This design comes from an exercise in tuning for small area and a short achievable clock period on the open sky130 flow, not from production work.
No functional check of the RTL was part of any run shown here.
Power figures rest on the tool's default switching activity, not on a simulated workload.

==> flow/design.v, too long to show whole: its modules and the start of the top module <==
// module vedicmult_16bit: 1667 lines
// module FA: 4 lines
// module XN2: 3 lines
// module OR2: 3 lines
// module X2: 3 lines
// module NR2: 3 lines
// module NOR2M: 3 lines
// module INV1: 3 lines
module vedicmult_16bit(input [15:0] a, b,
input clk, reset,
output reg [31:0] out);
  // ...
==> flow/flow/run.sh <==
#!/bin/bash
# Own layout flow: the standard ORFS flow (standard.sh), with the input and
# output port buffers made of plain buf_2 cells (the default picks a delay cell);
# the output buffers are then cut down to buf_1 before detailed placement.
set -euo pipefail
export BUFFER_PORTS_ARGS="-buffer_cell sky130_fd_sc_hd__buf_2"
export PRE_FLOORPLAN_TCL="$PWD/flow/pre_floorplan.tcl"
export PRE_DETAIL_PLACE_TCL="$PWD/flow/pre_detail_place.tcl"
export SETUP_SLACK_MARGIN=8.8
bash standard.sh > standard.log 2>&1
==> flow/flow/pre_detail_place.tcl <==
# Output ports drive only the 10 fF pin load and have ample slack: their port
# buffers can be the smallest buffer.
set n 0
foreach inst [[ord::get_db_block] getInsts] {
  set m [[$inst getMaster] getName]
  set name [$inst getName]
  if { $m eq "sky130_fd_sc_hd__buf_2" && [string match "output*" $name] } {
    replace_cell [get_cells $name] sky130_fd_sc_hd__buf_1
    incr n
  }
}
puts "pre_detail_place: resized $n output buffers"
==> flow/flow/pre_floorplan.tcl <==
# Synthesis (abc) maps each Booth selector to an a22oi_2; the _1 cell is the
# same function in less area and easily drives the single gate it feeds.
set swaps {sky130_fd_sc_hd__a22oi_2 sky130_fd_sc_hd__a22oi_1}
set n 0
foreach inst [[ord::get_db_block] getInsts] {
  set m [[$inst getMaster] getName]
  if { [dict exists $swaps $m] } {
    replace_cell [get_cells [$inst getName]] [dict get $swaps $m]
    incr n
  }
}
puts "pre_floorplan: resized $n cells"
==> flow/standard.sh <==
#!/bin/bash
# synth_recipe.tcl (not shown) runs the flow's synth.tcl, then flattens the netlist and writes it again
# the make line also repeats each setting of config.mk as NAME=value (left out here)
make -C /OpenROAD-flow-scripts/flow DESIGN_CONFIG=/design/flow/config.mk WORK_HOME=/design/flow/orfs CLKGATE_MAP_FILE= SYNTH_SCRIPT=/design/flow/synth_recipe.tcl "${@:-finish}"
==> flow/config.mk <==
export PLATFORM = sky130hd
export DESIGN_NAME = vedicmult_16bit
export DESIGN_NICKNAME = vedicmult_16bit
export VERILOG_FILES = /design/flow/design.v
export SDC_FILE = /design/flow/constraint.sdc
export NUM_CORES = 4
export LEC_CHECK = 0
export CAP_MARGIN = 20
export CORE_MARGIN = 2
export CORE_UTILIZATION = 75
export CTS_BUF_LIST = sky130_fd_sc_hd__clkbuf_8
export CTS_CLUSTER_SIZE = 8
export SLEW_MARGIN = 20
export SYNTH_HIERARCHICAL = 1
export SYNTH_MINIMUM_KEEP_SIZE = 0
==> flow/constraint.sdc <==
create_clock -name core_clock -period 17.0 [get_ports {clk}]
set_input_delay 3.4000 -clock core_clock [delete_from_list [all_inputs] [get_ports {clk}]]
set_output_delay 3.4000 -clock core_clock [all_outputs]
set_load 0.01 [all_outputs]
==> reports/qor.yml, run 1 <==
status: "complete, no violations"
wl_met3_mm: 2.162
cts_tree: "built"
netlist_top_cells_count: "nand2_1 (264), fa_1 (197), clkbuf_1 (64)"
drcViolationCount: 0
cp_cell_sequence: "buf_4, nand2_1, or2_1, fa_1, fa_1, fa_1, fa_1, fa_1, xor2_1, and4_1, nor3b_2, a21boi_4, o21a_2, o211a_1, o21bai_1, xnor2_1, nor2_1"
clkPwrFrac_pct: 4.9
crit_path_start_kind: "input port"
p_clk_mw: 0.0815
vdd_drop_max_mv: 0.1723
grtUsageTotal_pct: 40.52
synth-simple-area-share_pct: 19.41
antenna_found_initial: 0
report.final.slew_viol_count: 0
fill_cells: 573
worst_slew_pin_slew_ns: 0.8998
switchingPower_mw: 0.8516
synth_top_area_share_pct: 55.07
hp-class: "input port to flip-flop"
hold_slack_ns: 3.426
worstPathMaxFanout: 16
drtAntennaViolNets: 0
p_leak_nw: 2.775
synth_area_leaders: "fa_1 (55%), nand2_1 (14%), dfxtp_1 (8.9%)"
max_clock_freq_mhz: 123.4
path_buf_inv: 1
cp_top_family: "adder cells"
multi_input_comb_cells: 664
synth_mux_area_share_pct: 0
dr.pass1.iters: 6
setup_tns_ns: 0
cts_root_buf: "clkbuf_8"
fin_nets: 1007
ctsResizeCount: 3
die_w_um: 101.7
hold_end: "out[0]"
==> run 2: changes to the inputs <==
--- a/flow/design.v
+++ b/flow/design.v
@@ -678,21 +678,21 @@
 wire s419;
 wire c420;
 wire s421;
 wire c422;
 wire s423;
 wire c424;
 wire s425;
 wire c426;
-wire ci427;
-wire g428;
-wire p429;
-wire g430;
-wire p431;
+wire s427;
+wire c428;
+wire s429;
+wire c430;
+wire ci431;
 wire g432;
 wire p433;
 wire g434;
 wire p435;
 wire g436;
 wire p437;
 wire g438;
 wire p439;
@@ -849,58 +849,42 @@
 wire g590;
 wire p591;
 wire g592;
 wire p593;
 wire g594;
 wire p595;
 wire g596;
 wire p597;
-wire g598;
-wire p599;
-wire g600;
-wire p601;
-wire g602;
-wire p603;
-wire g604;
-wire p605;
-wire g606;
-wire p607;
-wire g608;
-wire p609;
-wire g610;
-wire p611;
+wire o598;
+wire o599;
+wire o600;
+wire o601;
+wire o602;
+wire o603;
+wire o604;
+wire o605;
+wire o606;
+wire o607;
+wire o608;
+wire o609;
+wire o610;
+wire o611;
 wire o612;
 wire o613;
 wire o614;
 wire o615;
 wire o616;
 wire o617;
 wire o618;
 wire o619;
 wire o620;
 wire o621;
 wire o622;
 wire o623;
-wire o624;
-wire o625;
-wire o626;
-wire o627;
-wire o628;
-wire o629;
-wire o630;
-wire o631;
-wire o632;
-wire o633;
-wire o634;
-wire o635;
-wire o636;
-wire o637;
-wire o638;
-wire o639;
 assign pp0_0 = ~(a[0] & b[0]);
 assign pp0_1 = ~(a[1] & b[0]);
 assign pp0_2 = ~(a[2] & b[0]);
 assign pp0_3 = ~(a[3] & b[0]);
 assign pp0_4 = ~(a[4] & b[0]);
 assign pp0_5 = ~(a[5] & b[0]);
 assign pp0_6 = ~(a[6] & b[0]);
 assign pp0_7 = ~(a[7] & b[0]);
@@ -1240,23 +1224,23 @@
 FA u_s149 (.x(c38), .y(c44), .z(s1), .s(s149), .c(c150));
 FA u_s151 (.x(s45), .y(c40), .z(c42), .s(s151), .c(c152));
 FA u_s153 (.x(s51), .y(s47), .z(s49), .s(s153), .c(c154));
 FA u_s155 (.x(c50), .y(c46), .z(c48), .s(s155), .c(c156));
 FA u_s157 (.x(s53), .y(c52), .z(s3), .s(s157), .c(c158));
 FA u_s159 (.x(s59), .y(s55), .z(s57), .s(s159), .c(c160));
 FA u_s161 (.x(c58), .y(c54), .z(c56), .s(s161), .c(c162));
 FA u_s163 (.x(s63), .y(s9), .z(s61), .s(s163), .c(c164));
-FA u_s165 (.x(s67), .y(c60), .z(s65), .s(s165), .c(c166));
+FA u_s165 (.x(s67), .y(s65), .z(c60), .s(s165), .c(c166));
 FA u_s167 (.x(s15), .y(c62), .z(c64), .s(s167), .c(c168));
 FA u_s169 (.x(c66), .y(s69), .z(s71), .s(s169), .c(c170));
 FA u_s171 (.x(s75), .y(s73), .z(c68), .s(s171), .c(c172));
 FA u_s173 (.x(s21), .y(c70), .z(c72), .s(s173), .c(c174));
-FA u_s175 (.x(c74), .y(s77), .z(s79), .s(s175), .c(c176));
-FA u_s177 (.x(s83), .y(s81), .z(c76), .s(s177), .c(c178));
+FA u_s175 (.x(s81), .y(s77), .z(s79), .s(s175), .c(c176));
+FA u_s177 (.x(s83), .y(c74), .z(c76), .s(s177), .c(c178));
 FA u_s179 (.x(s23), .y(c78), .z(c80), .s(s179), .c(c180));
 FA u_s181 (.x(s89), .y(s85), .z(s87), .s(s181), .c(c182));
 FA u_s183 (.x(s91), .y(c82), .z(c84), .s(s183), .c(c184));
 FA u_s185 (.x(c88), .y(c24), .z(c86), .s(s185), .c(c186));
 FA u_s187 (.x(s95), .y(c90), .z(s93), .s(s187), .c(c188));
 FA u_s189 (.x(c92), .y(s97), .z(s99), .s(s189), .c(c190));
 FA u_s191 (.x(c94), .y(pp14_6), .z(pp15_5), .s(s191), .c(c192));
 FA u_s193 (.x(c100), .y(c96), .z(c98), .s(s193), .c(c194));
@@ -1285,40 +1269,40 @@
 FA u_s235 (.x(s123), .y(pp8_0), .z(c118), .s(s235), .c(c236));
 FA u_s237 (.x(s121), .y(c116), .z(s119), .s(s237), .c(c238));
 FA u_s239 (.x(c122), .y(c124), .z(c120), .s(s239), .c(c240));
 FA u_s241 (.x(s129), .y(s125), .z(s127), .s(s241), .c(c242));
 FA u_s243 (.x(s131), .y(c126), .z(c128), .s(s243), .c(c244));
 FA u_s245 (.x(s135), .y(s133), .z(c130), .s(s245), .c(c246));
 FA u_s247 (.x(s137), .y(c132), .z(c134), .s(s247), .c(c248));
 FA u_s249 (.x(s141), .y(s139), .z(c136), .s(s249), .c(c250));
-FA u_s251 (.x(s143), .y(c138), .z(c140), .s(s251), .c(c252));
+FA u_s251 (.x(c140), .y(c138), .z(s143), .s(s251), .c(c252));
 FA u_s253 (.x(s147), .y(s145), .z(c142), .s(s253), .c(c254));
 FA u_s255 (.x(s149), .y(c144), .z(c146), .s(s255), .c(c256));
 FA u_s257 (.x(s153), .y(c148), .z(s151), .s(s257), .c(c258));
 FA u_s259 (.x(s155), .y(c150), .z(c152), .s(s259), .c(c260));
 FA u_s261 (.x(s159), .y(c154), .z(s157), .s(s261), .c(c262));
 FA u_s263 (.x(c158), .y(c156), .z(s161), .s(s263), .c(c264));
 FA u_s265 (.x(s165), .y(s163), .z(c160), .s(s265), .c(c266));
 FA u_s267 (.x(s167), .y(c162), .z(c164), .s(s267), .c(c268));
 FA u_s269 (.x(s171), .y(s169), .z(c166), .s(s269), .c(c270));
-FA u_s271 (.x(s173), .y(c168), .z(c170), .s(s271), .c(c272));
+FA u_s271 (.x(c170), .y(c168), .z(s173), .s(s271), .c(c272));
 FA u_s273 (.x(s177), .y(s175), .z(c172), .s(s273), .c(c274));
 FA u_s275 (.x(s181), .y(c174), .z(s179), .s(s275), .c(c276));
 FA u_s277 (.x(s183), .y(c176), .z(c178), .s(s277), .c(c278));
 FA u_s279 (.x(c182), .y(c180), .z(s185), .s(s279), .c(c280));
-FA u_s281 (.x(s189), .y(s187), .z(c184), .s(s281), .c(c282));
+FA u_s281 (.x(c184), .y(s187), .z(s189), .s(s281), .c(c282));
 FA u_s283 (.x(s193), .y(c186), .z(s191), .s(s283), .c(c284));
 FA u_s285 (.x(c190), .y(c188), .z(s195), .s(s285), .c(c286));
 FA u_s287 (.x(c194), .y(s197), .z(c192), .s(s287), .c(c288));
 FA u_s289 (.x(s201), .y(s199), .z(c196), .s(s289), .c(c290));
 FA u_s291 (.x(s205), .y(c198), .z(s203), .s(s291), .c(c292));
 FA u_s293 (.x(s207), .y(c200), .z(c202), .s(s293), .c(c294));
 FA u_s295 (.x(s209), .y(c204), .z(c206), .s(s295), .c(c296));
-FA u_s297 (.x(s213), .y(s211), .z(c208), .s(s297), .c(c298));
+FA u_s297 (.x(c208), .y(s211), .z(s213), .s(s297), .c(c298));
 FA u_s299 (.x(c212), .y(pp15_9), .z(c210), .s(s299), .c(c300));
 FA u_s301 (.x(c214), .y(s215), .z(s217), .s(s301), .c(c302));
 FA u_s303 (.x(pp15_10), .y(pp13_12), .z(pp14_11), .s(s303), .c(c304));
 FA u_s305 (.x(s219), .y(c216), .z(c218), .s(s305), .c(c306));
 FA u_s307 (.x(pp13_13), .y(pp11_15), .z(pp12_14), .s(s307), .c(c308));
 FA u_s309 (.x(c220), .y(pp14_12), .z(pp15_11), .s(s309), .c(c310));
 FA u_s311 (.x(pp14_13), .y(pp12_15), .z(pp13_14), .s(s311), .c(c312));
 XN2 u_s313 (.x(pp0_3), .y(pp1_2), .o(s313));
@@ -1328,29 +1312,29 @@
 FA u_s319 (.x(s227), .y(c226), .z(c224), .s(s319), .c(c320));
 FA u_s321 (.x(c230), .y(c228), .z(s231), .s(s321), .c(c322));
 FA u_s323 (.x(c234), .y(c232), .z(s235), .s(s323), .c(c324));
 FA u_s325 (.x(c238), .y(c236), .z(s239), .s(s325), .c(c326));
 FA u_s327 (.x(c242), .y(c240), .z(s243), .s(s327), .c(c328));
 FA u_s329 (.x(c246), .y(c244), .z(s247), .s(s329), .c(c330));
 FA u_s331 (.x(c250), .y(c248), .z(s251), .s(s331), .c(c332));
 FA u_s333 (.x(c254), .y(c252), .z(s255), .s(s333), .c(c334));
-FA u_s335 (.x(c258), .y(c256), .z(s259), .s(s335), .c(c336));
+FA u_s335 (.x(s259), .y(c256), .z(c258), .s(s335), .c(c336));
 FA u_s337 (.x(c262), .y(c260), .z(s263), .s(s337), .c(c338));
 FA u_s339 (.x(c266), .y(c264), .z(s267), .s(s339), .c(c340));
 FA u_s341 (.x(c270), .y(c268), .z(s271), .s(s341), .c(c342));
 FA u_s343 (.x(c274), .y(c272), .z(s275), .s(s343), .c(c344));
 FA u_s345 (.x(c278), .y(c276), .z(s279), .s(s345), .c(c346));
 FA u_s347 (.x(s285), .y(c280), .z(s283), .s(s347), .c(c348));
 FA u_s349 (.x(s289), .y(c284), .z(s287), .s(s349), .c(c350));
 FA u_s351 (.x(c290), .y(s291), .z(c288), .s(s351), .c(c352));
 FA u_s353 (.x(c294), .y(c292), .z(s295), .s(s353), .c(c354));
 FA u_s355 (.x(s301), .y(c296), .z(s299), .s(s355), .c(c356));
 FA u_s357 (.x(s305), .y(s303), .z(c300), .s(s357), .c(c358));
-FA u_s359 (.x(c306), .y(c304), .z(s307), .s(s359), .c(c360));
+FA u_s359 (.x(s309), .y(c304), .z(s307), .s(s359), .c(c360));
 FA u_s361 (.x(s311), .y(pp15_12), .z(c308), .s(s361), .c(c362));
 FA u_s363 (.x(pp15_13), .y(pp13_15), .z(pp14_14), .s(s363), .c(c364));
 XN2 u_s365 (.x(pp0_2), .y(pp1_1), .o(s365));
 OR2 u_c366 (.x(pp0_2), .y(pp1_1), .o(c366));
 FA u_s367 (.x(s313), .y(pp2_1), .z(pp3_0), .s(s367), .c(c368));
 FA u_s369 (.x(s315), .y(c314), .z(s221), .s(s369), .c(c370));
 FA u_s371 (.x(s317), .y(c316), .z(s223), .s(s371), .c(c372));
 FA u_s373 (.x(s319), .y(c318), .z(s229), .s(s373), .c(c374));
@@ -1362,35 +1346,33 @@
 FA u_s385 (.x(s331), .y(s253), .z(c330), .s(s385), .c(c386));
 FA u_s387 (.x(s333), .y(s257), .z(c332), .s(s387), .c(c388));
 FA u_s389 (.x(s335), .y(s261), .z(c334), .s(s389), .c(c390));
 FA u_s391 (.x(s337), .y(c336), .z(s265), .s(s391), .c(c392));
 FA u_s393 (.x(s339), .y(s269), .z(c338), .s(s393), .c(c394));
 FA u_s395 (.x(s341), .y(s273), .z(c340), .s(s395), .c(c396));
 FA u_s397 (.x(s343), .y(s277), .z(c342), .s(s397), .c(c398));
 FA u_s399 (.x(s345), .y(s281), .z(c344), .s(s399), .c(c400));
-FA u_s401 (.x(s347), .y(c282), .z(c346), .s(s401), .c(c402));
+FA u_s401 (.x(c346), .y(c282), .z(s347), .s(s401), .c(c402));
 FA u_s403 (.x(c348), .y(c286), .z(s349), .s(s403), .c(c404));
 FA u_s405 (.x(c350), .y(s293), .z(s351), .s(s405), .c(c406));
 FA u_s407 (.x(s353), .y(s297), .z(c352), .s(s407), .c(c408));
 FA u_s409 (.x(c354), .y(c298), .z(s355), .s(s409), .c(c410));
 FA u_s411 (.x(c356), .y(c302), .z(s357), .s(s411), .c(c412));
-FA u_s413 (.x(s359), .y(s309), .z(c358), .s(s413), .c(c414));
+FA u_s413 (.x(c358), .y(c306), .z(s359), .s(s413), .c(c414));
 FA u_s415 (.x(c360), .y(c310), .z(s361), .s(s415), .c(c416));
 FA u_s417 (.x(c362), .y(c312), .z(s363), .s(s417), .c(c418));
 FA u_s419 (.x(c364), .y(pp14_15), .z(pp15_14), .s(s419), .c(c420));
 XN2 u_s421 (.x(pp0_1), .y(pp1_0), .o(s421));
 OR2 u_c422 (.x(pp0_1), .y(pp1_0), .o(c422));
 FA u_s423 (.x(c422), .y(pp2_0), .z(s365), .s(s423), .c(c424));
 FA u_s425 (.x(c424), .y(s367), .z(c366), .s(s425), .c(c426));
-assign ci427 = ~c426;
-NR2 u_g428 (.x(s369), .y(c368), .o(g428));
-X2 u_p429 (.x(s369), .y(c368), .o(p429));
-NR2 u_g430 (.x(s371), .y(c370), .o(g430));
-X2 u_p431 (.x(s371), .y(c370), .o(p431));
+FA u_s427 (.x(c426), .y(s369), .z(c368), .s(s427), .c(c428));
+FA u_s429 (.x(c428), .y(s371), .z(c370), .s(s429), .c(c430));
+assign ci431 = ~c430;
 NR2 u_g432 (.x(s373), .y(c372), .o(g432));
 X2 u_p433 (.x(s373), .y(c372), .o(p433));
 NR2 u_g434 (.x(s375), .y(c374), .o(g434));
 X2 u_p435 (.x(s375), .y(c374), .o(p435));
 NR2 u_g436 (.x(s377), .y(c376), .o(g436));
 X2 u_p437 (.x(s377), .y(c376), .o(p437));
 NR2 u_g438 (.x(s379), .y(c378), .o(g438));
 X2 u_p439 (.x(s379), .y(c378), .o(p439));
@@ -1432,242 +1414,161 @@
 X2 u_p475 (.x(s415), .y(c414), .o(p475));
 NR2 u_g476 (.x(s417), .y(c416), .o(g476));
 X2 u_p477 (.x(s417), .y(c416), .o(p477));
 NR2 u_g478 (.x(s419), .y(c418), .o(g478));
 X2 u_p479 (.x(s419), .y(c418), .o(p479));
 NR2 u_g480 (.x(pp15_15), .y(c420), .o(g480));
 X2 u_p481 (.x(pp15_15), .y(c420), .o(p481));
 assign p482 = 1'b0;
-assign g483 = g428 | (p429 & ci427);
-assign g484 = g430 | (p431 & g483);
-assign p485 = p431 & p429;
-assign g486 = g434 | (p435 & g432);
-assign p487 = p435 & p433;
-assign g488 = g438 | (p439 & g436);
-assign p489 = p439 & p437;
-assign g490 = g442 | (p443 & g440);
-assign p491 = p443 & p441;
-assign g492 = g446 | (p447 & g444);
-assign p493 = p447 & p445;
-assign g494 = g450 | (p451 & g448);
-assign p495 = p451 & p449;
-assign g496 = g454 | (p455 & g452);
-assign p497 = p455 & p453;
-assign g498 = g458 | (p459 & g456);
-assign p499 = p459 & p457;
-assign g500 = g462 | (p463 & g460);
-assign p501 = p463 & p461;
-assign g502 = g466 | (p467 & g464);
-assign p503 = p467 & p465;
-assign g504 = g470 | (p471 & g468);
-assign p505 = p471 & p469;
-assign g506 = g474 | (p475 & g472);
-assign p507 = p475 & p473;
-assign g508 = g478 | (p479 & g476);
-assign p509 = p479 & p477;
-assign g510 = 1'b0 | (p482 & g480);
-assign p511 = p482 & p481;
-assign g512 = g432 | (p433 & g484);
-assign p513 = p433 & p485;
-assign g514 = g486 | (p487 & g484);
-assign p515 = p487 & p485;
-assign g516 = g440 | (p441 & g488);
-assign p517 = p441 & p489;
-assign g518 = g490 | (p491 & g488);
-assign p519 = p491 & p489;
-assign g520 = g448 | (p449 & g492);
-assign p521 = p449 & p493;
-assign g522 = g494 | (p495 & g492);
-assign p523 = p495 & p493;
-assign g524 = g456 | (p457 & g496);
-assign p525 = p457 & p497;
-assign g526 = g498 | (p499 & g496);
-assign p527 = p499 & p497;
-assign g528 = g464 | (p465 & g500);
-assign p529 = p465 & p501;
-assign g530 = g502 | (p503 & g500);
-assign p531 = p503 & p501;
-assign g532 = g472 | (p473 & g504);
-assign p533 = p473 & p505;
-assign g534 = g506 | (p507 & g504);
-assign p535 = p507 & p505;
-assign g536 = g480 | (p481 & g508);
-assign p537 = p481 & p509;
-assign g538 = g510 | (p511 & g508);
-assign p539 = p511 & p509;
-assign g540 = g436 | (p437 & g514);
-assign p541 = p437 & p515;
-assign g542 = g488 | (p489 & g514);
-assign p543 = p489 & p515;
-assign g544 = g516 | (p517 & g514);
-assign p545 = p517 & p515;
-assign g546 = g518 | (p519 & g514);
-assign p547 = p519 & p515;
-assign g548 = g452 | (p453 & g522);
-assign p549 = p453 & p523;
-assign g550 = g496 | (p497 & g522);
-assign p551 = p497 & p523;
-assign g552 = g524 | (p525 & g522);
-assign p553 = p525 & p523;
-assign g554 = g526 | (p527 & g522);
-assign p555 = p527 & p523;
-assign g556 = g468 | (p469 & g530);
-assign p557 = p469 & p531;
-assign g558 = g504 | (p505 & g530);
-assign p559 = p505 & p531;
-assign g560 = g532 | (p533 & g530);
-assign p561 = p533 & p531;
-assign g562 = g534 | (p535 & g530);
-assign p563 = p535 & p531;
-assign g564 = g444 | (p445 & g546);
-assign p565 = p445 & p547;
-assign g566 = g492 | (p493 & g546);
-assign p567 = p493 & p547;
-assign g568 = g520 | (p521 & g546);
-assign p569 = p521 & p547;
-assign g570 = g522 | (p523 & g546);
-assign p571 = p523 & p547;
-assign g572 = g548 | (p549 & g546);
-assign p573 = p549 & p547;
-assign g574 = g550 | (p551 & g546);
-assign p575 = p551 & p547;
-assign g576 = g552 | (p553 & g546);
-assign p577 = p553 & p547;
-assign g578 = g554 | (p555 & g546);
-assign p579 = p555 & p547;
-assign g580 = g476 | (p477 & g562);
-assign p581 = p477 & p563;
-assign g582 = g508 | (p509 & g562);
-assign p583 = p509 & p563;
-assign g584 = g536 | (p537 & g562);
-assign p585 = p537 & p563;
-assign g586 = g538 | (p539 & g562);
-assign p587 = p539 & p563;
-assign g588 = g460 | (p461 & g578);
-assign p589 = p461 & p579;
-assign g590 = g500 | (p501 & g578);
-assign p591 = p501 & p579;
-assign g592 = g528 | (p529 & g578);
-assign p593 = p529 & p579;
-assign g594 = g530 | (p531 & g578);
-assign p595 = p531 & p579;
-assign g596 = g556 | (p557 & g578);
-assign p597 = p557 & p579;
-assign g598 = g558 | (p559 & g578);
-assign p599 = p559 & p579;
-assign g600 = g560 | (p561 & g578);
-assign p601 = p561 & p579;
-assign g602 = g562 | (p563 & g578);
-assign p603 = p563 & p579;
-assign g604 = g580 | (p581 & g578);
-assign p605 = p581 & p579;
-assign g606 = g582 | (p583 & g578);
-assign p607 = p583 & p579;
-assign g608 = g584 | (p585 & g578);
-assign p609 = p585 & p579;
-assign g610 = g586 | (p587 & g578);
-assign p611 = p587 & p579;
-XN2 u_o612 (.x(p429), .y(ci427), .o(o612));
-XN2 u_o613 (.x(p431), .y(g483), .o(o613));
-XN2 u_o614 (.x(p433), .y(g484), .o(o614));
-XN2 u_o615 (.x(p435), .y(g512), .o(o615));
-XN2 u_o616 (.x(p437), .y(g514), .o(o616));
-XN2 u_o617 (.x(p439), .y(g540), .o(o617));
-XN2 u_o618 (.x(p441), .y(g542), .o(o618));
-XN2 u_o619 (.x(p443), .y(g544), .o(o619));
-XN2 u_o620 (.x(p445), .y(g546), .o(o620));
-XN2 u_o621 (.x(p447), .y(g564), .o(o621));
-XN2 u_o622 (.x(p449), .y(g566), .o(o622));
-XN2 u_o623 (.x(p451), .y(g568), .o(o623));
-XN2 u_o624 (.x(p453), .y(g570), .o(o624));
-XN2 u_o625 (.x(p455), .y(g572), .o(o625));
-XN2 u_o626 (.x(p457), .y(g574), .o(o626));
-XN2 u_o627 (.x(p459), .y(g576), .o(o627));
-XN2 u_o628 (.x(p461), .y(g578), .o(o628));
-XN2 u_o629 (.x(p463), .y(g588), .o(o629));
-XN2 u_o630 (.x(p465), .y(g590), .o(o630));
-XN2 u_o631 (.x(p467), .y(g592), .o(o631));
-XN2 u_o632 (.x(p469), .y(g594), .o(o632));
-XN2 u_o633 (.x(p471), .y(g596), .o(o633));
-XN2 u_o634 (.x(p473), .y(g598), .o(o634));
-XN2 u_o635 (.x(p475), .y(g600), .o(o635));
-XN2 u_o636 (.x(p477), .y(g602), .o(o636));
-XN2 u_o637 (.x(p479), .y(g604), .o(o637));
-XN2 u_o638 (.x(p481), .y(g606), .o(o638));
-XN2 u_o639 (.x(p482), .y(g608), .o(o639));
-wire rn640;
-wire d641;
-wire d642;
-wire d643;
-wire d644;
-wire d645;
-wire d646;
-wire d647;
-wire d648;
-wire d649;
-wire d650;
-wire d651;
-wire d652;
-wire d653;
-wire d654;
-wire d655;
-wire d656;
-wire d657;
-wire d658;
-wire d659;
-wire d660;
-wire d661;
-wire d662;
-wire d663;
-wire d664;
-wire d665;
-wire d666;
-wire d667;
-wire d668;
-wire d669;
-wire d670;
-wire d671;
-wire d672;
-INV1 u_rn640 (.x(reset), .o(rn640));
-NOR2M u_d641 (.x(pp0_0), .y(rn640), .o(d641));
-NOR2M u_d642 (.x(s421), .y(rn640), .o(d642));
-NOR2M u_d643 (.x(s423), .y(rn640), .o(d643));
-NOR2M u_d644 (.x(s425), .y(rn640), .o(d644));
-NOR2M u_d645 (.x(o612), .y(rn640), .o(d645));
-NOR2M u_d646 (.x(o613), .y(rn640), .o(d646));
-NOR2M u_d647 (.x(o614), .y(rn640), .o(d647));
-NOR2M u_d648 (.x(o615), .y(rn640), .o(d648));
-NOR2M u_d649 (.x(o616), .y(rn640), .o(d649));
-NOR2M u_d650 (.x(o617), .y(rn640), .o(d650));
-NOR2M u_d651 (.x(o618), .y(rn640), .o(d651));
-NOR2M u_d652 (.x(o619), .y(rn640), .o(d652));
-NOR2M u_d653 (.x(o620), .y(rn640), .o(d653));
-NOR2M u_d654 (.x(o621), .y(rn640), .o(d654));
-NOR2M u_d655 (.x(o622), .y(rn640), .o(d655));
-NOR2M u_d656 (.x(o623), .y(rn640), .o(d656));
-NOR2M u_d657 (.x(o624), .y(rn640), .o(d657));
-NOR2M u_d658 (.x(o625), .y(rn640), .o(d658));
-NOR2M u_d659 (.x(o626), .y(rn640), .o(d659));
-NOR2M u_d660 (.x(o627), .y(rn640), .o(d660));
-NOR2M u_d661 (.x(o628), .y(rn640), .o(d661));
-NOR2M u_d662 (.x(o629), .y(rn640), .o(d662));
-NOR2M u_d663 (.x(o630), .y(rn640), .o(d663));
-NOR2M u_d664 (.x(o631), .y(rn640), .o(d664));
-NOR2M u_d665 (.x(o632), .y(rn640), .o(d665));
-NOR2M u_d666 (.x(o633), .y(rn640), .o(d666));
-NOR2M u_d667 (.x(o634), .y(rn640), .o(d667));
-NOR2M u_d668 (.x(o635), .y(rn640), .o(d668));
-NOR2M u_d669 (.x(o636), .y(rn640), .o(d669));
-NOR2M u_d670 (.x(o637), .y(rn640), .o(d670));
-NOR2M u_d671 (.x(o638), .y(rn640), .o(d671));
-NOR2M u_d672 (.x(o639), .y(rn640), .o(d672));
-wire [31:0] prod = {d672, d671, d670, d669, d668, d667, d666, d665, d664, d663, d662, d661, d660, d659, d658, d657, d656, d655, d654, d653, d652, d651, d650, d649, d648, d647, d646, d645, d644, d643, d642, d641};
+assign g483 = g432 | (p433 & ci431);
+assign g484 = g434 | (p435 & g483);
+assign p485 = p435 & p433;
+assign g486 = g438 | (p439 & g436);
+assign p487 = p439 & p437;
+assign g488 = g442 | (p443 & g440);
+assign p489 = p443 & p441;
+assign g490 = g446 | (p447 & g444);
+assign p491 = p447 & p445;
+assign g492 = g450 | (p451 & g448);
+assign p493 = p451 & p449;
+assign g494 = g454 | (p455 & g452);
+assign p495 = p455 & p453;
+assign g496 = g458 | (p459 & g456);
+assign p497 = p459 & p457;
+assign g498 = g462 | (p463 & g460);
+assign p499 = p463 & p461;
+assign g500 = g466 | (p467 & g464);
+assign p501 = p467 & p465;
+assign g502 = g470 | (p471 & g468);
+assign p503 = p471 & p469;
+assign g504 = g474 | (p475 & g472);
+assign p505 = p475 & p473;
+assign g506 = g478 | (p479 & g476);
+assign p507 = p479 & p477;
+assign g508 = 1'b0 | (p482 & g480);
+assign p509 = p482 & p481;
+assign g510 = g436 | (p437 & g484);
+assign p511 = p437 & p485;
+assign g512 = g486 | (p487 & g484);
+assign p513 = p487 & p485;
+assign g514 = g444 | (p445 & g488);
+assign p515 = p445 & p489;
+assign g516 = g490 | (p491 & g488);
+assign p517 = p491 & p489;
+assign g518 = g452 | (p453 & g492);
+assign p519 = p453 & p493;
+assign g520 = g494 | (p495 & g492);
+assign p521 = p495 & p493;
+assign g522 = g460 | (p461 & g496);
+assign p523 = p461 & p497;
+assign g524 = g498 | (p499 & g496);
+assign p525 = p499 & p497;
+assign g526 = g468 | (p469 & g500);
+assign p527 = p469 & p501;
+assign g528 = g502 | (p503 & g500);
+assign p529 = p503 & p501;
+assign g530 = g476 | (p477 & g504);
+assign p531 = p477 & p505;
+assign g532 = g506 | (p507 & g504);
+assign p533 = p507 & p505;
+assign g534 = g440 | (p441 & g512);
+assign p535 = p441 & p513;
+assign g536 = g488 | (p489 & g512);
+assign p537 = p489 & p513;
+assign g538 = g514 | (p515 & g512);
+assign p539 = p515 & p513;
+assign g540 = g516 | (p517 & g512);
+assign p541 = p517 & p513;
+assign g542 = g456 | (p457 & g520);
+assign p543 = p457 & p521;
+assign g544 = g496 | (p497 & g520);
+assign p545 = p497 & p521;
+assign g546 = g522 | (p523 & g520);
+assign p547 = p523 & p521;
+assign g548 = g524 | (p525 & g520);
+assign p549 = p525 & p521;
+assign g550 = g472 | (p473 & g528);
+assign p551 = p473 & p529;
+assign g552 = g504 | (p505 & g528);
+assign p553 = p505 & p529;
+assign g554 = g530 | (p531 & g528);
+assign p555 = p531 & p529;
+assign g556 = g532 | (p533 & g528);
+assign p557 = p533 & p529;
+assign g558 = g448 | (p449 & g540);
+assign p559 = p449 & p541;
+assign g560 = g492 | (p493 & g540);
+assign p561 = p493 & p541;
+assign g562 = g518 | (p519 & g540);
+assign p563 = p519 & p541;
+assign g564 = g520 | (p521 & g540);
+assign p565 = p521 & p541;
+assign g566 = g542 | (p543 & g540);
+assign p567 = p543 & p541;
+assign g568 = g544 | (p545 & g540);
+assign p569 = p545 & p541;
+assign g570 = g546 | (p547 & g540);
+assign p571 = p547 & p541;
+assign g572 = g548 | (p549 & g540);
+assign p573 = p549 & p541;
+assign g574 = g480 | (p481 & g556);
+assign p575 = p481 & p557;
+assign g576 = g508 | (p509 & g556);
+assign p577 = p509 & p557;
+assign g578 = g464 | (p465 & g572);
+assign p579 = p465 & p573;
+assign g580 = g500 | (p501 & g572);
+assign p581 = p501 & p573;
+assign g582 = g526 | (p527 & g572);
+assign p583 = p527 & p573;
+assign g584 = g528 | (p529 & g572);
+assign p585 = p529 & p573;
+assign g586 = g550 | (p551 & g572);
+assign p587 = p551 & p573;
+assign g588 = g552 | (p553 & g572);
+assign p589 = p553 & p573;
+assign g590 = g554 | (p555 & g572);
+assign p591 = p555 & p573;
+assign g592 = g556 | (p557 & g572);
+assign p593 = p557 & p573;
+assign g594 = g574 | (p575 & g572);
+assign p595 = p575 & p573;
+assign g596 = g576 | (p577 & g572);
+assign p597 = p577 & p573;
+XN2 u_o598 (.x(p433), .y(ci431), .o(o598));
+XN2 u_o599 (.x(p435), .y(g483), .o(o599));
+XN2 u_o600 (.x(p437), .y(g484), .o(o600));
+XN2 u_o601 (.x(p439), .y(g510), .o(o601));
+XN2 u_o602 (.x(p441), .y(g512), .o(o602));
+XN2 u_o603 (.x(p443), .y(g534), .o(o603));
+XN2 u_o604 (.x(p445), .y(g536), .o(o604));
+XN2 u_o605 (.x(p447), .y(g538), .o(o605));
+XN2 u_o606 (.x(p449), .y(g540), .o(o606));
+XN2 u_o607 (.x(p451), .y(g558), .o(o607));
+XN2 u_o608 (.x(p453), .y(g560), .o(o608));
+XN2 u_o609 (.x(p455), .y(g562), .o(o609));
+XN2 u_o610 (.x(p457), .y(g564), .o(o610));
+XN2 u_o611 (.x(p459), .y(g566), .o(o611));
+XN2 u_o612 (.x(p461), .y(g568), .o(o612));
+XN2 u_o613 (.x(p463), .y(g570), .o(o613));
+XN2 u_o614 (.x(p465), .y(g572), .o(o614));
+XN2 u_o615 (.x(p467), .y(g578), .o(o615));
+XN2 u_o616 (.x(p469), .y(g580), .o(o616));
+XN2 u_o617 (.x(p471), .y(g582), .o(o617));
+XN2 u_o618 (.x(p473), .y(g584), .o(o618));
+XN2 u_o619 (.x(p475), .y(g586), .o(o619));
+XN2 u_o620 (.x(p477), .y(g588), .o(o620));
+XN2 u_o621 (.x(p479), .y(g590), .o(o621));
+XN2 u_o622 (.x(p481), .y(g592), .o(o622));
+XN2 u_o623 (.x(p482), .y(g594), .o(o623));
+wire [31:0] prod = {~o623, ~o622, ~o621, ~o620, ~o619, ~o618, ~o617, ~o616, ~o615, ~o614, ~o613, ~o612, ~o611, ~o610, ~o609, ~o608, ~o607, ~o606, ~o605, ~o604, ~o603, ~o602, ~o601, ~o600, ~o599, ~o598, ~s429, ~s427, ~s425, ~s423, ~s421, ~pp0_0};
 always @(posedge clk) begin
-  out <= prod;
+  if (reset) out <= prod;
+  else out <= 32'd0;
 end
 endmodule
 module FA(input x, y, z, output s, c);
 assign s = x ^ y ^ z;
 assign c = (x & y) | (x & z) | (y & z);
 endmodule
 module XN2(input x, y, output o);
 assign o = ~(x ^ y);
@@ -1676,14 +1577,8 @@
 assign o = x | y;
 endmodule
 module X2(input x, y, output o);
 assign o = x ^ y;
 endmodule
 module NR2(input x, y, output o);
 assign o = ~(x | y);
 endmodule
-module NOR2M(input x, y, output o);
-assign o = ~(x | y);
-endmodule
-module INV1(input x, output o);
-assign o = ~x;
-endmodule
==> flow/config.mk (replaced) <==
export PLATFORM = sky130hd
export DESIGN_NAME = vedicmult_16bit
export DESIGN_NICKNAME = vedicmult_16bit
export VERILOG_FILES = /design/flow/design.v
export SDC_FILE = /design/flow/constraint.sdc
export NUM_CORES = 4
export LEC_CHECK = 0
export CAP_MARGIN = 20
export CORE_MARGIN = 2
export CORE_UTILIZATION = 40
export CTS_BUF_LIST = sky130_fd_sc_hd__clkbuf_4
export CTS_CLUSTER_SIZE = 8
export SLEW_MARGIN = 20
export SYNTH_HIERARCHICAL = 1
export SYNTH_MINIMUM_KEEP_SIZE = 0
==> reports/qor.yml, run 2 <==
setup_tns_ns: 0  # unchanged
synthArstFlopShare_pct: 0
end_kind: "flip-flop"
synth_area_leaders: "fa_1 (55%), nand2_1 (13%), dfxtp_1 (8.8%)"
switchingPower_mw: 0.8103  # -4.9%
cp_top_family: "adder cells"
cp_cell_sequence: "buf_4, nand2_1, fa_1, fa_1, fa_1, fa_1, fa_1, fa_1, xor2_2, nand4_1, nor2_1, o2bb2ai_1, or3_4, o21a_1, a31o_1, xnor2_1, nor2b_1"
clock_sinks: 32
top_register: "out"
yosys.area.top_type: "fa_1"
grt_max_degree: 33
core_area_um2: 17900
num_rows: 49
cts_tree: "built"
cpPeakStageDelay_ns: 0.56
overflow: 0
layout_common_cells: "nand2_1 (260), fa_1 (196), xnor2_1 (42)"
netlist_top_cells_count: "nand2_1 (260), fa_1 (199), clkbuf_1 (65)"
p_total_mw: 1.608
synth_flop_cell: "dfxtp_1"
io_buffers: 65
vdd_drop_max_mv: 0.1784  # +3.6%
wl_per_cell_um: 19.25
report.final.slew_viol_count: 0  # unchanged
dp.final_hpwl_mm: 14.66
hp-class: "input port to flip-flop"
grt_pass1_wl_mm: 31.97
syn_area_per_cell_um2: 9.590
drt_iter0_drc: 252
cp_common_cell: "fa_1"
clock_path_buffers: 2
ys_seq_area_share_pct: 8.825
num_vias: 5310
p_int_mw: 0.7977
setup_viol_count_final: 0
crit_slowest_cell: "fa_1"
holdPathStages: 2
grt_pass1_vias: 6090
reg_top3: "out: 32 flops"
ys_seq_elements: 32
ioPinCount: 66
wl_mm: 19.13
synth_top_area_share_pct: 54.88  # -0.19 points
area_delta_synth_final_pct: 7.532
synthDistinctLibCells: 33
design_area_um2: 7806
initial_core_util_pct: 40.55
antenna_cells: 0
max_clock_freq_mhz: 124.8  # +1.1%
grtUsageTotal_pct: 21.40  # -19 points
worstPathArrival_ns: 8.25
ys_warn_count: 7
drive_above_1_share_pct: 6.928
post-route-period-util_pct: 47.12
yosysMostFrequentCell: "nand2_1"
numCtsBuffers: 5
fin_nets: 997  # -0.99%
largest_reg_flops: 32
sequentialPowerShare_pct: 7.5
final_common_cell: "nand2_1"
worstHoldStart: "b[0]"
required_ns: 17.24
crit_path_start_kind: "input port"
dieArea_um2: 19240
maxCapViolations: 0
cts_max_level: 2
synth_area_um2: 7259
seq_area_um2: 640.6
combPwrFrac_pct: 89.1
dr.pass1.iters: 5  # -1
worstPathMaxFanout: 16  # unchanged
rsz0062_at_grt: "false"
die_w_um: 138.7  # +36%
vias_per_cell: 5.342
drcViolationCount: 0  # unchanged
period_needed_ns: 8.010
path_buf_inv: 1  # unchanged
cts_root_buf: "clkbuf_4"
status: "complete, no violations"
syn-num-nets: 990
setup_slack_ns: 8.990
p_per_area_nw_per_um2: 206.0
clk_pin_slew_worst_paths_ns: 0.10
cts_hold_buf: 0
drtAntennaViolNets: 0  # unchanged
fin_util_pct: 43.61
synth_edf_count: 0
clkPwrFrac_pct: 3.4  # -1.5 points
critical_path_class: "input port to flip-flop"
swShare_pct: 50.39
postSynthCellCount: 757
p_leak_nw: 2.733  # -1.5%
chipHeight_um: 138.7
dp_slack_ns: 8.406
antenna_found_initial: 0  # unchanged
hold_end: "out[0]"
finalHoldViolCount: 0
multi_input_area_um2: 6425
place_congestion: 0.8248
placed_area_um2: 7600
fill_cells: 1761  # +210%
==> run 2: changes by cell type in the layout (fill, tap and decap cells not counted), sizes merged, moves of 2 or more <==
cell	change
clkbuf	-8
xor2	-2
buf	+4
nor2	-34
xnor2	-2
clkinv	+2
a31o	+2
nor2b	+31
inv	-4
fa	+2
nand2	-4
==> run 2: what timing repair did <==
action / in CTS / in global routing
gates resized for setup: 6 / 37
endpoints found under the setup margin: 2 / 9
setup buffers: 0 / 0
hold endpoints to repair: 0 / 0
gates cloned: 0 / 0
==> run 2: Yosys stat by module, one instance, submodules excluded <==
module / cell area, µm² / times used
XN2: 8.758 / 42
FA: 20.02 / 199
vedicmult_16bit: 2495 / 1
X2: 8.758 / 25
OR2: 6.256 / 16
NR2: 3.754 / 25
==> run 2: power by group through the flow <==
stage / Combinational, mW / Sequential [mW] / Clock [mW]
2_1_floorplan: 1.13 / 0.137 / 0
3_3_place_gp: 1.41 / 0.122 / 0
3_5_place_dp: 1.41 / 0.123 / 0
4_1_cts: 1.42 / 0.121 / 0.0578
5_1_grt: 1.62 / 0.123 / 0.0618
6_report: 1.43 / 0.121 / 0.0552
==> run 2: cell families after synthesis <==
| group | count (synthesis) | synth area share, % |
|---|---|---|
| other cells | 1 | 0.05166 |
| flops | 32 | 8.824 |
| compound gates | 46 | 4.792 |
| simple gates | 345 | 19.91 |
| buf+inv | 67 | 3.464 |
| xor+xnor | 67 | 8.083 |
| fa+ha+maj | 199 | 54.88 |
==> run 2: worst max path at each step <==
| stage | cells past startpoint | from | to |
|---|---|---|---|
| after global routing | 17 | a[15] | out[28] |
| after floorplan | 18 | a[15] | out[28] |
| final | 17 | b[6] | out[28] |
| after detailed placement | 16 | b[1] | out[30] |
| after CTS | 16 | b[4] | out[30] |
| after global placement | 16 | b[1] | out[30] |
==> run 2: cell type report <==
| cell class | instances | area share, % |
|---|---|---|
| repair buffers | 65 | 4.760 |
| well taps | 229 | 3.670 |
| clock inverters | 3 | 0.4808 |
| inverters | 2 | 0.09617 |
| clock buffers | 5 | 0.4808 |
| multi-input cells | 658 | 82.30 |
| flip-flops and latches | 32 | 8.206 |
==> run 2: metrics by stage <==
stage,instances,hold WS (ns)
2_1_floorplan,757,3.528
3_3_place_gp,986,3.793
3_5_place_dp,986,3.785
4_1_cts,994,3.524
5_1_grt,994,3.388
6_report,994,3.426
==> run 2: metal layers <==
layer | share of wire [%] | GRT usage, %
met2 | 54 | 39.63
met1 | 38 | 25.69
met5 | 0 | 0
met4 | 4.1 | 7.656
met3 | 4.0 | 2.624

==> static timing again, ports no longer ideal <==
How much do the figures lean on ideal ports? The routed layouts below were timed once more, with nothing changed but the port constraints.
Step 1: set_driving_cell puts a clkbuf_16 on clk and a buf_2 on each other input, an assumption about the parent block.
Step 2 moves the port delays by t, midway between the first and last clock arrival at a register: inputs arrive t later, outputs are due t later. That takes back most of the time a late clock gives input paths.
a / b / c = ideal / step 1 / step 2; a / b = the first two.
| run | shift t [ns] | slack for setup (ns) | worst hold slack (ns) | slew at the worst register clock pin (ns) | cell pins on the clock port's net |
|---|---|---|---|---|---|
| run 1 | 0.312 | 8.899 / 8.890 / 8.578 | 3.426 / 3.430 / 3.742 | 0.07 / 0.07 | 1 |
| run 2 | 0.352 | 8.990 / 8.985 / 8.632 | 3.426 / 3.432 / 3.785 | 0.10 / 0.10 | 1 |
After both steps setup and hold are still met in every run listed. The setup slack of run 2, which loses most, moves by -0.005 ns with the drivers and by -0.358 ns with both steps.
